From an optimization exercise on the open Yosys and OpenROAD flow, aimed at small area and a short achievable clock period; shortcuts taken in it are not production practice.
Only simulation tests tie the RTL to the original design; equivalence was not proved.
Power figures rest on the tool's default switching activity, not on a simulated workload.

File: flow/config.mk
export PLATFORM = sky130hd
export DESIGN_NAME = CPU
export DESIGN_NICKNAME = CPU
export VERILOG_FILES = /design/flow/design.v
export SDC_FILE = /design/flow/constraint.sdc
export NUM_CORES = 4
export LEC_CHECK = 0
export CAP_MARGIN = 20
export CORE_MARGIN = 2
export CORE_UTILIZATION = 25
export PLACE_DENSITY = 0.33
export SLEW_MARGIN = 20
File: flow/constraint.sdc
create_clock -name core_clock -period 13.0 [get_ports {clk}]
set_input_delay 2.6000 -clock core_clock [delete_from_list [all_inputs] [get_ports {clk}]]
set_output_delay 2.6000 -clock core_clock [all_outputs]
set_load 0.01 [all_outputs]
File: flow/design.v
module ALU(
	input [32 -1:0] in1      , 
	input [32 -1:0] in2      ,
	input [5 -1:0] ALUCtl    ,
	input Sign               ,
	output reg [32 -1:0] out
);
	wire ss;
	assign ss = {in1[31], in2[31]};
	wire lt_31;
	assign lt_31 = (in1[30:0] < in2[30:0]);
	wire lt_signed;
	assign lt_signed = (in1[31] ^ in2[31])? 
		((ss == 2'b01)? 0: 1): lt_31;
	always @(*)
		case (ALUCtl)
			5'b00000: out <= in1 & in2;
			5'b00001: out <= in1 | in2;
			5'b00010: out <= in1 + in2;
			5'b00110: out <= in1 - in2;
			5'b00111: out <= {31'h00000000, Sign? lt_signed: (in1 < in2)};
			5'b01100: out <= ~(in1 | in2);
			5'b01101: out <= in1 ^ in2;
			5'b10000: out <= (in2 << in1[4:0]);
			5'b11000: out <= (in2 >> in1[4:0]);
			5'b11001: out <= ({{32{in2[31]}}, in2} >> in1[4:0]);
			5'b11010: out <= in1 * in2;  
			default: out <= 32'h00000000;
		endcase
endmodule
module ALUControl(
	input  [4 -1:0] ALUOp      ,
	input  [6 -1:0] Funct      ,
	output reg [5 -1:0] ALUCtl ,
	output Sign
);
	parameter aluAND = 5'b00000;
	parameter aluOR  = 5'b00001;
	parameter aluADD = 5'b00010;
	parameter aluSUB = 5'b00110;
	parameter aluSLT = 5'b00111;
	parameter aluNOR = 5'b01100;
	parameter aluXOR = 5'b01101;
	parameter aluSLL = 5'b10000;
	parameter aluSRL = 5'b11000;
	parameter aluSRA = 5'b11001;
	parameter aluMUL = 5'b11010;  
	assign Sign = (ALUOp[2:0] == 3'b010)? ~Funct[0]: ~ALUOp[3];
	reg [4:0] aluFunct;
	always @(*)
		case (Funct)
			6'b00_0000: aluFunct <= aluSLL;
			6'b00_0010: aluFunct <= aluSRL;
			6'b00_0011: aluFunct <= aluSRA;
			6'b10_0000: aluFunct <= aluADD;
			6'b10_0001: aluFunct <= aluADD;
			6'b10_0010: aluFunct <= aluSUB;
			6'b10_0011: aluFunct <= aluSUB;
			6'b10_0100: aluFunct <= aluAND;
			6'b10_0101: aluFunct <= aluOR;
			6'b10_0110: aluFunct <= aluXOR;
			6'b10_0111: aluFunct <= aluNOR;
			6'b10_1010: aluFunct <= aluSLT;
			6'b10_1011: aluFunct <= aluSLT;
			default: aluFunct <= aluADD;
		endcase
	always @(*)
		case (ALUOp[2:0])
			3'b000: ALUCtl <= aluADD;
			3'b001: ALUCtl <= aluSUB;
			3'b100: ALUCtl <= aluAND;
			3'b101: ALUCtl <= aluSLT;
			3'b010: ALUCtl <= aluFunct;
			3'b110: ALUCtl <= aluMUL;  
			default: ALUCtl <= aluADD;
		endcase
endmodule
module Control(
	input  [6 -1:0] OpCode   ,
	input  [6 -1:0] Funct    ,
	output [2 -1:0] PCSrc    ,
	output [3 -1:0] Branch            ,
	output RegWrite          ,
	output [2 -1:0] RegDst   ,
	output MemRead           ,
	output MemWrite          ,
	output [2 -1:0] MemtoReg ,
	output ALUSrc1           ,
	output ALUSrc2           ,
	output ExtOp             ,
	output LuOp              ,
	output [4 -1:0] ALUOp    ,
	input  nop
);
	assign PCSrc[1:0] = 
		(OpCode == 6'h02 || OpCode == 6'h03)? 2'b01:
		(OpCode == 6'h00 && (Funct == 6'h08 || Funct == 6'h09))? 2'b10:
		2'b00; 
	assign Branch = 
		(OpCode == 6'h04)? 3'b001:
		(OpCode == 6'h05)? 3'b010: 
		(OpCode == 6'h06)? 3'b011: 
		(OpCode == 6'h07)? 3'b100: 
		(OpCode == 6'h01)? 3'b101: 
		3'b000;
	assign RegWrite = 
		(OpCode == 6'h2b || OpCode == 6'h04 || OpCode == 6'h02 || OpCode == 6'h05
		|| (OpCode == 6'h00 && (Funct == 6'h08)) || nop)? 1'b0: 
		1'b1; 
	assign RegDst[1:0] = 
		(OpCode == 6'h03 || (OpCode == 6'h00 && (Funct == 6'h09)))? 2'b10:
		(OpCode == 6'h23 || OpCode == 6'h0f || OpCode == 6'h08
		|| OpCode == 6'h09 || OpCode == 6'h0c 
		|| OpCode == 6'h0a || OpCode == 6'h0b)? 2'b00:
		2'b01;
	assign MemRead = (OpCode == 6'h23)? 1'b1:1'b0;
	assign MemWrite = (OpCode == 6'h2b)? 1'b1:1'b0;
	assign MemtoReg[1:0] = 
		(OpCode == 6'h23)? 2'b01:
		(OpCode == 6'h03 || (OpCode == 6'h00 && (Funct == 6'h09)))? 2'b10: 
		2'b00;
	assign ALUSrc2 = 
		(OpCode == 6'h23 || OpCode == 6'h2b ||
		OpCode == 6'h0f || OpCode == 6'h08 ||
		OpCode == 6'h09 || OpCode == 6'h0c || 
		OpCode == 6'h0a || OpCode == 6'h0b)? 1'b1:
		1'b0;
	assign ALUSrc1 = 
		(OpCode == 6'h00 && (Funct == 6'h00 || Funct == 6'h02 
		|| Funct == 6'h03))? 1'b1:
		1'b0;
	assign ExtOp = 
		(OpCode == 6'h0c)? 1'b0:
		1'b1;
	assign LuOp = 
	    (OpCode == 6'h0f)? 1'b1:
	    1'b0;
	assign ALUOp[2:0] = 
		(OpCode == 6'h00)? 3'b010: 
		(OpCode == 6'h04 || OpCode == 6'h05)? 3'b001: 
		(OpCode == 6'h0c)? 3'b100: 
		(OpCode == 6'h0a || OpCode == 6'h0b || OpCode == 6'h06 || OpCode == 6'h07 || OpCode == 6'h01)? 3'b101:  
		(OpCode == 6'h1c && Funct == 6'h02)? 3'b110:
		3'b000;  
	assign ALUOp[3] = OpCode[0];
endmodule
module RegisterFile(
	input  reset                    , 
	(* DONT_TOUCH = "1" *)input  clk                      ,
	input  RegWrite                 ,
	input  [5 -1:0]  Read_register1 , 
	input  [5 -1:0]  Read_register2 , 
	input  [5 -1:0]  Write_register ,
	input  [32 -1:0] Write_data     ,
	output [32 -1:0] Read_data1     , 
	output [32 -1:0] Read_data2
);
	reg [31:0] RF_data[31:1];
    assign Read_data1 = (Read_register1 == 5'b00000)? 32'h00000000: RF_data[Read_register1];
    assign Read_data2 = (Read_register2 == 5'b00000)? 32'h00000000: RF_data[Read_register2];
         integer i;
         always @(posedge reset or posedge clk) begin
           if (reset)
                   begin
                       for (i = 1; i < 32; i = i + 1)
                       begin
                           RF_data[i] <= 32'h00000000;
                       end
                   end
               else begin
               if (RegWrite && (Write_register != 5'b00000))
                           RF_data[Write_register] = Write_data; 
           end
           end
endmodule
module CPU(
	input  reset                        , 
	input  clk                          , 
	output [31:0] imem_addr             ,
	input  [31:0] imem_data             ,
	output        dmem_re               ,
	output        dmem_we               ,
	output [31:0] dmem_addr             ,
	output [31:0] dmem_wdata            ,
	input  [31:0] dmem_rdata
);
	reg  [31 :0] PC;
	wire [31 :0] PC_next;
	wire [31 :0] PC_plus_4;reg [31 :0] IFID_PC_plus_4;
	always @(posedge reset or posedge clk)
		if (reset)
			PC <= 32'h00400000;
		else
			PC <= PC_next;
	wire [31 :0] Instruction;
	assign imem_addr = PC;
	assign Instruction = imem_data;
	reg  [32 -1:0] IFID_Instruction;
	wire [2 -1:0] RegDst;  reg [2 -1:0] IFID_RegDst    ;
	wire [2 -1:0] PCSrc;   reg [2 -1:0] IFID_PCSrc     ;
	wire [3 -1:0] Branch;  reg [3 -1:0] IFID_Branch    ; 
	wire          MemRead; reg IFID_MemRead   ;
	wire          MemWrite;reg IFID_MemWrite  ;
	wire [2 -1:0] MemtoReg;reg [2 -1:0] IFID_MemtoReg  ;
	wire          ALUSrc1; reg IFID_ALUSrc1   ;
	wire          ALUSrc2;  reg IFID_ALUSrc2   ;
	wire [4 -1:0] ALUOp;   reg [4 -1:0] IFID_ALUOp     ;
	wire          ExtOp;   reg IFID_ExtOp     ;
	wire          LuOp;    reg IFID_LuOp      ;
	wire          RegWrite;reg IFID_RegWrite  ;
	assign PC_plus_4 = (IFID_Branch)? IFID_PC_plus_4: (PC + 32'd4);
	wire nop;
	assign nop = (Instruction == 32'b0);
	Control control1( 
		.OpCode     (Instruction[31:26] ), 
		.Funct      (Instruction[5 : 0] ),
		.PCSrc      (PCSrc              ), 
		.Branch     (Branch             ), 
		.RegWrite   (RegWrite           ), 
		.RegDst     (RegDst             ), 
		.MemRead    (MemRead            ),	
		.MemWrite   (MemWrite           ), 
		.MemtoReg   (MemtoReg           ),
		.ALUSrc1    (ALUSrc1            ), 
		.ALUSrc2    (ALUSrc2            ), 
		.ExtOp      (ExtOp              ), 
		.LuOp       (LuOp               ),	
		.ALUOp      (ALUOp              ),
		.nop        (nop                )
	);
	wire loaduse;
	wire rbranch;
	always @(posedge reset or posedge clk) begin
	   if (reset) begin
	       IFID_Instruction <= 32'b0;
	       IFID_RegDst <= 2'b00;
	       IFID_PCSrc <= 2'b00;
	       IFID_Branch <= 3'b000;
	       IFID_MemRead <= 1'b0;
	       IFID_MemWrite <= 1'b0;
	       IFID_MemtoReg <= 2'b00;
	       IFID_ALUSrc1 <= 1'b0;
	       IFID_ALUSrc2 <= 1'b0;
	       IFID_ALUOp <= 4'b0000;
	       IFID_ExtOp <= 1'b0;
	       IFID_LuOp <= 1'b0;
	       IFID_RegWrite <= 1'b0;
	       IFID_PC_plus_4 <= 32'b0;
	   end
	   else if (loaduse || rbranch) begin
	       IFID_Instruction <= 32'b0;
           IFID_RegDst <= 2'b00;
           IFID_PCSrc <= 2'b00;
           IFID_Branch <= 3'b000;
           IFID_MemRead <= 1'b0;
           IFID_MemWrite <= 1'b0;
           IFID_MemtoReg <= 2'b00;
           IFID_ALUSrc1 <= 1'b0;
           IFID_ALUSrc2 <= 1'b0;
           IFID_ALUOp <= 4'b0000;
           IFID_ExtOp <= 1'b0;
           IFID_LuOp <= 1'b0;
           IFID_RegWrite <= 1'b0;
           IFID_PC_plus_4 <= 32'b0;
	   end
	   else begin
	       IFID_Instruction <= Instruction;
	       IFID_RegDst <= RegDst;
           IFID_PCSrc <= PCSrc;
           IFID_Branch <= Branch;
           IFID_MemRead <= MemRead;
           IFID_MemWrite <= MemWrite;
           IFID_MemtoReg <= MemtoReg;
           IFID_ALUSrc1 <= ALUSrc1;
           IFID_ALUSrc2 <= ALUSrc2;
           IFID_ALUOp <= ALUOp;
           IFID_ExtOp <= ExtOp;
           IFID_LuOp <= LuOp;
           IFID_RegWrite <= RegWrite;
           IFID_PC_plus_4 <= PC_plus_4;
	   end
	end
	wire [32 -1:0] Databus1;      reg [32 -1:0] IDEX_Databus1;
	wire [32 -1:0] Databus2;      reg [32 -1:0] IDEX_Databus2;
	wire [32 -1:0] Databus3;       
	wire [5  -1:0] Write_register;reg [5 -1:0] IDEX_Write_register;
    reg [32 -1:0] IDEX_Instruction;
    reg IDEX_MemRead   ;
    reg IDEX_MemWrite  ;
    reg [2 -1:0] IDEX_MemtoReg  ;
    reg IDEX_ALUSrc1   ;
    reg IDEX_ALUSrc2   ;
    reg IDEX_RegWrite  ;
    reg [32 -1:0] IDEX_PC_plus_4;
    reg MEMWB_RegWrite;
    reg [5 -1:0] MEMWB_Write_register;
	assign Write_register = (IFID_RegDst == 2'b00)? IFID_Instruction[20:16]: 
	       (IFID_RegDst == 2'b01)? IFID_Instruction[15:11]: 
	       5'b11111; 
	RegisterFile register_file1( 
		.reset          (reset              ), 
		.clk            (clk                ),
		.RegWrite       (MEMWB_RegWrite           ), 
		.Read_register1 (IFID_Instruction[25:21] ),  
		.Read_register2 (IFID_Instruction[20:16] ),  
		.Write_register (MEMWB_Write_register     ),
		.Write_data     (Databus3           ),  
		.Read_data1     (Databus1           ), 
		.Read_data2     (Databus2           )
	);
	wire [32 -1:0] Ext_out;
	assign Ext_out = { IFID_ExtOp? {16{IFID_Instruction[15]}}: 16'h0000, IFID_Instruction[15:0]};
	wire [32 -1:0] LU_out;
	assign LU_out = IFID_LuOp? {IFID_Instruction[15:0], 16'h0000}: Ext_out;
	reg [32 -1:0] IDEX_LU_out; 
    wire [32 -1:0] Jump_target;
    assign Jump_target = {IFID_PC_plus_4[31:28], IFID_Instruction[25:0], 2'b00};
    wire [32 -1:0] Databus1_brc,Databus2_brc;
    reg [5 -1:0] EXMEM_Write_register;
    reg [32 -1:0] EXMEM_ALU_out;
    reg EXMEM_RegWrite;
    reg [32 -1:0] MEMWB_ALU_out;
    assign Databus1_brc = (MEMWB_Write_register && MEMWB_RegWrite
            && MEMWB_Write_register == IFID_Instruction[25:21] && (EXMEM_Write_register != IFID_Instruction[25:21] || ~EXMEM_RegWrite))? MEMWB_ALU_out:
            (EXMEM_Write_register && EXMEM_RegWrite
            && EXMEM_Write_register == IFID_Instruction[25:21])? EXMEM_ALU_out:
            Databus1;
    assign Databus2_brc = (MEMWB_Write_register && MEMWB_RegWrite
           && MEMWB_Write_register == IFID_Instruction[20:16] && (EXMEM_Write_register != IFID_Instruction[20:16] || ~EXMEM_RegWrite))? MEMWB_ALU_out:
           (EXMEM_Write_register && EXMEM_RegWrite
           && EXMEM_Write_register == IFID_Instruction[20:16])? EXMEM_ALU_out:
           Databus2;
    wire Zero;
    assign Zero = (Databus1_brc == Databus2_brc);
    wire ss;
    assign ss = {Databus1_brc[31], Databus2_brc[31]};
    wire lt_31;
    assign lt_31 = (Databus1_brc[30:0] < Databus2_brc[30:0]);
    wire lt_signed;
    assign lt_signed = (Databus1_brc[31] ^ Databus2_brc[31])? 
        ((ss == 2'b01)? 0: 1): lt_31;
    wire slt;
    wire          Sign  ;reg           IDEX_Sign;
    assign slt  = {31'h00000000, Sign? lt_signed: (Databus1_brc < Databus2_brc)}; 
    wire [32 -1:0] Branch_target;
    assign Branch_target = ((IFID_Branch == 3'b001 && Zero) || (IFID_Branch == 3'b010 && ~Zero) 
           || (IFID_Branch == 3'b011 && (Zero || slt)) || (IFID_Branch == 3'b100 && (~Zero && ~slt)) 
           || (IFID_Branch == 3'b101 && slt) )? IFID_PC_plus_4 + {LU_out[29:0], 2'b00}: 
           (Branch || PCSrc == 2'b01 || PCSrc == 2'b10)? 32'hffeeffff: 
           PC_plus_4; 
    assign loaduse = (IFID_MemRead && IFID_Instruction[20:16] && ((IFID_Instruction[20:16] == Instruction[25:21])
    || (IFID_Instruction[20:16] == Instruction[20:16] && ~MemWrite))); 
    assign rbranch = (Branch && Write_register && 
    ((Write_register == Instruction[25:21])||(Write_register == Instruction[20:16])));
    assign PC_next = (loaduse || rbranch)? PC: 
    (IFID_PCSrc == 2'b00)? Branch_target: 
    (IFID_PCSrc == 2'b01)? Jump_target: 
    Databus1; 
	wire [5 -1:0] ALUCtl;reg  [5 -1:0] IDEX_ALUCtl;
	ALUControl alu_control1(
		.ALUOp  (IFID_ALUOp              ), 
		.Funct  (IFID_Instruction[5:0]   ), 
		.ALUCtl (ALUCtl             ), 
		.Sign   (Sign               )
	);
	always @(posedge reset or posedge clk) begin
	   if (reset) begin
	       IDEX_Databus1 <= 32'b0;
	       IDEX_Databus2 <= 32'b0;
	       IDEX_Write_register <= 5'b0;
	       IDEX_Instruction <= 32'b0;
	       IDEX_MemRead <= 1'b0;
	       IDEX_MemWrite <= 1'b0;
	       IDEX_MemtoReg <= 2'b00;
	       IDEX_ALUSrc1 <= 1'b0;
	       IDEX_ALUSrc2 <= 1'b0;
	       IDEX_RegWrite <= 1'b0;
	       IDEX_LU_out <= 32'b0;
	       IDEX_ALUCtl <= 5'b0;
	       IDEX_Sign <= 5'b0;
	       IDEX_PC_plus_4 <= 32'b0;
	   end
	   else begin
 	       IDEX_Databus1 <= Databus1_brc; 
           IDEX_Databus2 <= Databus2_brc; 
           IDEX_Write_register <= Write_register;
           IDEX_Instruction <= IFID_Instruction; 
           IDEX_MemRead <= IFID_MemRead;
           IDEX_MemWrite <= IFID_MemWrite;
           IDEX_MemtoReg <= IFID_MemtoReg;
           IDEX_ALUSrc1 <= IFID_ALUSrc1; 
           IDEX_ALUSrc2 <= IFID_ALUSrc2; 
           IDEX_RegWrite <= IFID_RegWrite;
           IDEX_LU_out <= LU_out; 
           IDEX_ALUCtl <= ALUCtl; 
           IDEX_Sign <= Sign; 
           IDEX_PC_plus_4 <= IFID_PC_plus_4;
	   end
	end
	wire [32 -1:0] ALU_in1;
	wire [32 -1:0] ALU_in2;
	wire [32 -1:0] ALU_out;
    reg EXMEM_MemRead;
    reg EXMEM_MemWrite;
    reg [2 -1:0] EXMEM_MemtoReg;
    reg [32 -1:0] EXMEM_Databus2;
    reg [32 -1:0] EXMEM_PC_plus_4;
    reg [32 -1:0] EXMEM_Instruction;
    reg [32 -1:0] MEMWB_MemBus_Read_Data;
    reg MEMWB_Memory_Read;
	assign ALU_in1 = IDEX_ALUSrc1? {27'h00000, IDEX_Instruction[10:6]}: IDEX_Databus1;
	assign ALU_in2 = IDEX_ALUSrc2? IDEX_LU_out: IDEX_Databus2;
    wire [32 -1:0] in1,in2; 
    assign in1 = (~IDEX_ALUSrc1 && MEMWB_Memory_Read && MEMWB_Write_register 
        && MEMWB_Write_register == IDEX_Instruction[25:21])? MEMWB_MemBus_Read_Data:
        (~IDEX_ALUSrc1 && MEMWB_RegWrite && MEMWB_Write_register && (MEMWB_Write_register == IDEX_Instruction[25:21])
        && (EXMEM_Write_register != IDEX_Instruction[25:21] || ~EXMEM_RegWrite))? MEMWB_ALU_out:
        (~IDEX_ALUSrc1 && EXMEM_RegWrite && EXMEM_Write_register
        && (EXMEM_Write_register == IDEX_Instruction[25:21]))? EXMEM_ALU_out: 
        ALU_in1;
    assign in2 = (~IDEX_ALUSrc2 && MEMWB_Memory_Read && MEMWB_Write_register 
        && MEMWB_Write_register == IDEX_Instruction[20:16])? MEMWB_MemBus_Read_Data:
        (~IDEX_ALUSrc2 && MEMWB_RegWrite && MEMWB_Write_register && (MEMWB_Write_register == IDEX_Instruction[20:16])
        && (EXMEM_Write_register != IDEX_Instruction[20:16] || ~EXMEM_RegWrite))? MEMWB_ALU_out: 
        (~IDEX_ALUSrc2 && EXMEM_RegWrite && EXMEM_Write_register
        && (EXMEM_Write_register == IDEX_Instruction[20:16]))? EXMEM_ALU_out: 
        ALU_in2;
    wire [32 -1:0] IDEX_Databus2_prevent_loadstore;
    assign IDEX_Databus2_prevent_loadstore = (IDEX_MemWrite && MEMWB_Write_register
        && (MEMWB_Write_register == IDEX_Instruction[20:16]))? MEMWB_MemBus_Read_Data:
        IDEX_Databus2;
	ALU alu1(
		.in1    (in1    ), 
		.in2    (in2    ), 
		.ALUCtl (IDEX_ALUCtl     ), 
		.Sign   (IDEX_Sign       ), 
		.out    (ALU_out    )
	);
    always @(posedge reset or posedge clk) begin
       if (reset) begin
            EXMEM_ALU_out <= 32'b0;
            EXMEM_Write_register <= 5'b0;
            EXMEM_MemRead <= 1'b0;
            EXMEM_MemWrite <=1'b0;
            EXMEM_MemtoReg <= 2'b0;
            EXMEM_RegWrite <= 1'b0;
            EXMEM_Databus2 <= 32'b0;
            EXMEM_PC_plus_4 <= 32'b0;
            EXMEM_Instruction <= 32'b0;
       end
       else begin
            EXMEM_ALU_out <= ALU_out;
            EXMEM_Write_register <= IDEX_Write_register;
            EXMEM_MemRead <= IDEX_MemRead;
            EXMEM_MemWrite <= IDEX_MemWrite;
            EXMEM_MemtoReg <= IDEX_MemtoReg;
            EXMEM_RegWrite <= IDEX_RegWrite;
            EXMEM_Databus2 <= IDEX_Databus2_prevent_loadstore;
            EXMEM_PC_plus_4 <= IDEX_PC_plus_4;
            EXMEM_Instruction <= IDEX_Instruction;
       end
    end
	wire [32 -1:0] Memory_Read_Data ; 
	wire           Memory_Read      ;
	wire           Memory_Write     ;
	wire [31:0] MemBus_Address;
    wire [31:0] MemBus_Write_Data;
	wire [32 -1:0] MemBus_Read_Data ;
	reg [2 -1:0] MEMWB_MemtoReg;
	reg [32 -1:0] MEMWB_PC_plus_4;
	assign dmem_re    = Memory_Read;
	assign dmem_we    = Memory_Write;
	assign dmem_addr  = MemBus_Address;
	assign dmem_wdata = MemBus_Write_Data;
	assign Memory_Read_Data = (Memory_Read)? dmem_rdata: 32'h00000000;
	assign Memory_Read          = EXMEM_MemRead ;
	assign Memory_Write         = EXMEM_MemWrite;
	assign MemBus_Address       = EXMEM_ALU_out ;
	assign MemBus_Write_Data    = (Memory_Write && MEMWB_Write_register 
	                               && (MEMWB_Write_register == EXMEM_Instruction[20:16]))? Databus3
	                               :EXMEM_Databus2; 
	assign MemBus_Read_Data     = Memory_Read_Data;
    always @(posedge reset or posedge clk) begin
       if (reset) begin
          MEMWB_Write_register <= 5'b0;
          MEMWB_MemtoReg <= 2'b0;
          MEMWB_RegWrite <= 1'b0;
          MEMWB_ALU_out <= 32'b0;
          MEMWB_MemBus_Read_Data <= 32'b0;  
          MEMWB_PC_plus_4 <= 32'b0;
          MEMWB_Memory_Read <= 1'b0;
       end
       else begin
          MEMWB_Write_register <= EXMEM_Write_register;
          MEMWB_MemtoReg <= EXMEM_MemtoReg;
          MEMWB_RegWrite <= EXMEM_RegWrite;
          MEMWB_ALU_out <= EXMEM_ALU_out;
          MEMWB_MemBus_Read_Data <= MemBus_Read_Data;
          MEMWB_PC_plus_4 <= EXMEM_PC_plus_4;
          MEMWB_Memory_Read <= Memory_Read;
       end
    end
	assign Databus3 = (MEMWB_MemtoReg == 2'b00)? MEMWB_ALU_out: (MEMWB_MemtoReg == 2'b01)? MEMWB_MemBus_Read_Data: MEMWB_PC_plus_4;
endmodule
File: flow/run.sh
#!/bin/bash
# synth_recipe.tcl (not shown) runs the flow's synth.tcl, then flattens the netlist and writes it again
# the make line also repeats each setting of config.mk as NAME=value (left out here)
make -C /OpenROAD-flow-scripts/flow DESIGN_CONFIG=/design/flow/config.mk WORK_HOME=/design/flow/orfs CLKGATE_MAP_FILE= SYNTH_SCRIPT=/design/flow/synth_recipe.tcl finish
==> impl_metrics.yaml <==
logic_synthesis:
  async_flop_share_pct: 100.0
  synth_seq_cells: 1475
  syn_area_um2: 94160
  yosysUniqueCellTypes: 110
  synthCells: 10546
  ys.flop_type: "dfrtp_1"
  synth_warnings: 5
  ys_seq_area_share_pct: 39.20
  synth.avg_cell_area_um2: 8.929
  synth_edf_count: 0
  syn-num-nets: 11306
detailed_routing:
  drt_pass1_iterations: 6
  drtIter0Drc: 11051
  num_vias: 87737
  viasPerCell: 5.642
  routed_wl_um: 575100
  avgRoutedWirePerCell_um: 36.98
  wl_met1_um: 251200
  met3_length_um: 40490
  wl_met2_um: 254000
  ant_nets: 0
  drc: 0
  maxUsedRoutingLayer: "met5"
global_route:
  grt.overflow.total: 0
  gr-usage-all-layers_pct: 29.44
  grt_max_degree: 141
  grt_pass1_wl_um: 777500
  antenna_found_initial: 40
  grt_pass1_vias: 86525
sta:
  finalSetupTns_ns: 0
  setup_viol: 0
  layout_setup_ws_ns: 1.638
  rsz0062_at_grt: "false"
  slew_headroom_pct: 5.963
  maxSlewViolCount: 0
  hold_viol: 0
  tightest_slew_ns: 1.400
  min_period_ns: 11.36
  period_share_pct: 87.40
  max_freq_mhz: 88.01
  skew_ns: 0.1042
setup_path:
  r2r_cells: 31
  r2r-start: "MEMWB_Write_register[4]$_DFF_PP0_"
  critPathArrivalTime_ns: 12.07
  cpMostUsedCell: "fa_1"
  worstSetupPathType: "register to register"
  cp-end-kind: "register"
  crit_cells: 31
  critPathBufInv: 5
  cpMaxStageDelayCell: "dfrtp_1"
  r2r_slack_ns: 1.64
  slowest_delay_ns: 0.97
  path_delay_family: "adder cells"
  start_kind: "register"
  required_ns: 13.70
  crit_fanout: 16
  rr_endpoint: "EXMEM_ALU_out[31]$_DFF_PP0_"
pwr:
  combPwrFrac_pct: 57.6
  irDropWorstVdd_v: 0.0005114
  p_per_area_nw_per_um2: 306.5
  seqPwrFrac_pct: 26.6
  finalPower_uw: 33360
  power.switching_uw: 16920
  p_leak_uw: 0.04672
  clkPwrFrac_pct: 15.8
  sw_frac_of_total_pct: 50.72
  power.internal_uw: 16440
place:
  io_buffer_count: 163
  dp_slack_ns: 1.808
  dp_hpwl_um: 394100
  dpl_cell_area_um2: 102800
  gp_congestion: 0.9159
clocking:
  cts.sinks: 1475
  post_cts_buffers: 0
  path_clk_slew_ns: 0.06
  clockBufferDepth: 4
  cts-root-buf: "clkbuf_16"
  insertion_delay_ns: 0.90
  cts_buffers: 186
  ctsResizeCount: 0
  cts.hold.buffers_added: 0
  htree_levels: 4
  cts_tree: "yes"
floorplan:
  die_w_um: 617.7
  dieArea_um2: 381600
  std_cell_rows: 225
  core_um2: 375300
  ios: 164
  initial_core_util_pct: 25.09
  fp.dieH_um: 617.7
layout:
  largest_reg_flops: 992
  final_common_cell: "nand2_1"
  regMostFlops: "register_file1.RF_data"
  fin_nets: 11172
  design_area_um2: 108800
  fin_util_pct: 29.00
  syn_to_final_growth_pct: 15.59
  drive_gt1_share_pct: 9.405
  layout_common_cells: "nand2_1, dfrtp_1, o21ai_0, nor2_1, inv_1"
hold_path:
  whs_path_depth: 0
  holdPathEnd: "EXMEM_PC_plus_4[8]$_DFF_PP0_"
  min_from: "IDEX_PC_plus_4[8]$_DFF_PP0_"
  hold_class: "register to register"
job:
  cap_violations: 0
status:
  status: "no timing/DRC/antenna violations"
-- Yosys cell counts, types with 54 or more instances --
| cell type | instances | area share, % |
|---|---|---|
| a211oi_1 | 54 | 0.43 |
| a21o_1 | 78 | 0.62 |
| a21oi_1 | 434 | 2.3 |
| a221oi_1 | 266 | 2.5 |
| a222oi_1 | 65 | 0.69 |
| a22o_1 | 245 | 2.3 |
| a22oi_1 | 356 | 2.8 |
| buf_1 | 80 | 0.32 |
| buf_2 | 71 | 0.38 |
| clkbuf_1 | 682 | 2.7 |
| dfrtp_1 | 1474 | 39 |
| fa_1 | 411 | 8.7 |
| ha_1 | 283 | 3.8 |
| inv_1 | 606 | 2.4 |
| mux2_2 | 83 | 0.99 |
| mux2i_1 | 219 | 2.3 |
| nand2_1 | 1588 | 6.3 |
| nand3_1 | 159 | 0.85 |
| nand4_1 | 141 | 0.94 |
| nor2_1 | 842 | 3.4 |
| nor2b_1 | 70 | 0.47 |
| nor3_1 | 132 | 0.70 |
| o211ai_1 | 68 | 0.54 |
| o21ai_0 | 1246 | 6.6 |
| xnor2_1 | 140 | 1.3 |
| xor2_1 | 68 | 0.63 |
-- through the flow --
stage,hold WS (ns),std cells
after floorplan,0.3312,10546
after global placement,0.3320,15217
after detailed placement,0.3347,15217
after CTS,0.3068,15541
after global routing,0.3205,15546
final,0.3034,15552
-- kinds of logic (layout without fill, tap and decap cells) --
logic type	Yosys count	in the layout	synth area share, %
AND/OR/NAND/NOR	3213	3213	14.70
AO/OA/AOI/OAI	3160	3160	21.96
buffers and inverters	1481	1483	6.112
flip-flops	1475	1475	39.20
adder cells (fa/ha/maj)	694	694	12.50
multiplexers	305	305	3.369
XOR/XNOR	218	218	2.161
other	0	10	0
-- layout make-up --
class | instances | area (um^2)
Antenna cell | 10 | 25.02
Clock inverter | 56 | 591.8
Sequential cell | 1475 | 36920
Clock buffer | 268 | 5364
Multi-Input combinational cell | 7590 | 52720
Tap cell | 4994 | 6248
Timing Repair Buffer | 528 | 4597
Inverter | 631 | 2375
Fill cell | 39732 | 266400
-- worst register-to-register path, delay by kind of cell (launching register included) --
| family | cells | cell delay (ns) |
|---|---|---|
| adders and majority gates | 9 | 3.92 |
| and+or+nand+nor | 6 | 1.53 |
| buffers and inverters | 5 | 1.23 |
| DFF | 1 | 0.97 |
| xor gates and xnor gates | 2 | 0.39 |
| AOI/OAI and AO/OA | 9 | 3.19 |
-- layer usage --
metal	vias to the layer above	GRT usage (%)
li1	36721	-
met1	45373	40.51
met2	4569	45.63
met3	1070	4.571
met4	4	12.68
met5	-	0
-- worst max-delay path by stage --
stage	start	end	slack [ns]
finish	MEMWB_Write_register[4]$_DFF_PP0_	EXMEM_ALU_out[31]$_DFF_PP0_	1.64
global placement	MEMWB_Write_register[4]$_DFF_PP0_	EXMEM_ALU_out[31]$_DFF_PP0_	1.76
CTS	MEMWB_Write_register[2]$_DFF_PP0_	EXMEM_ALU_out[31]$_DFF_PP0_	1.75
global route	MEMWB_Write_register[2]$_DFF_PP0_	EXMEM_ALU_out[31]$_DFF_PP0_	1.19
floorplan	reset	EXMEM_ALU_out[0]$_DFF_PP0_	-10.02
detailed placement	MEMWB_Write_register[4]$_DFF_PP0_	EXMEM_ALU_out[31]$_DFF_PP0_	1.81
-- power by group through the flow --
stage | Clock (uW) | Sequential (uW) | Combinational [uW]
after floorplan | 0 | 7820 | 11300
after global placement | 0 | 8860 | 19000
after detailed placement | 0 | 8850 | 19000
after CTS | 5380 | 8800 | 19200
after global routing | 5560 | 9040 | 20800
final | 5280 | 8870 | 19200

==> separate check: timing with driven ports <==
The results above use ideal ports. As a check the final layout listed here was re-extracted and re-timed, cells and wires unchanged. Step 1, drivers: a clkbuf_16 drives clk and a buf_2 each remaining input, both assumed. Step 2 times the ports against the registers' clock, not the clock port: input delays grow and output delays shrink by t, the midpoint of the rising clock arrivals with the driver on. Three values: no drivers, after step 1, after step 2; two values: the first two.
shift t [ns]: 0.956
slack for setup (ns): 1.638 / 1.638 / 1.638
hold slack, ns: 0.303 / 0.303 / 0.303
worst data-port slew with drivers (ns): 0.06
After both steps this run still meets setup and hold. The setup slack of this run moves by 0.000 ns with the drivers and by 0.000 ns with both steps.
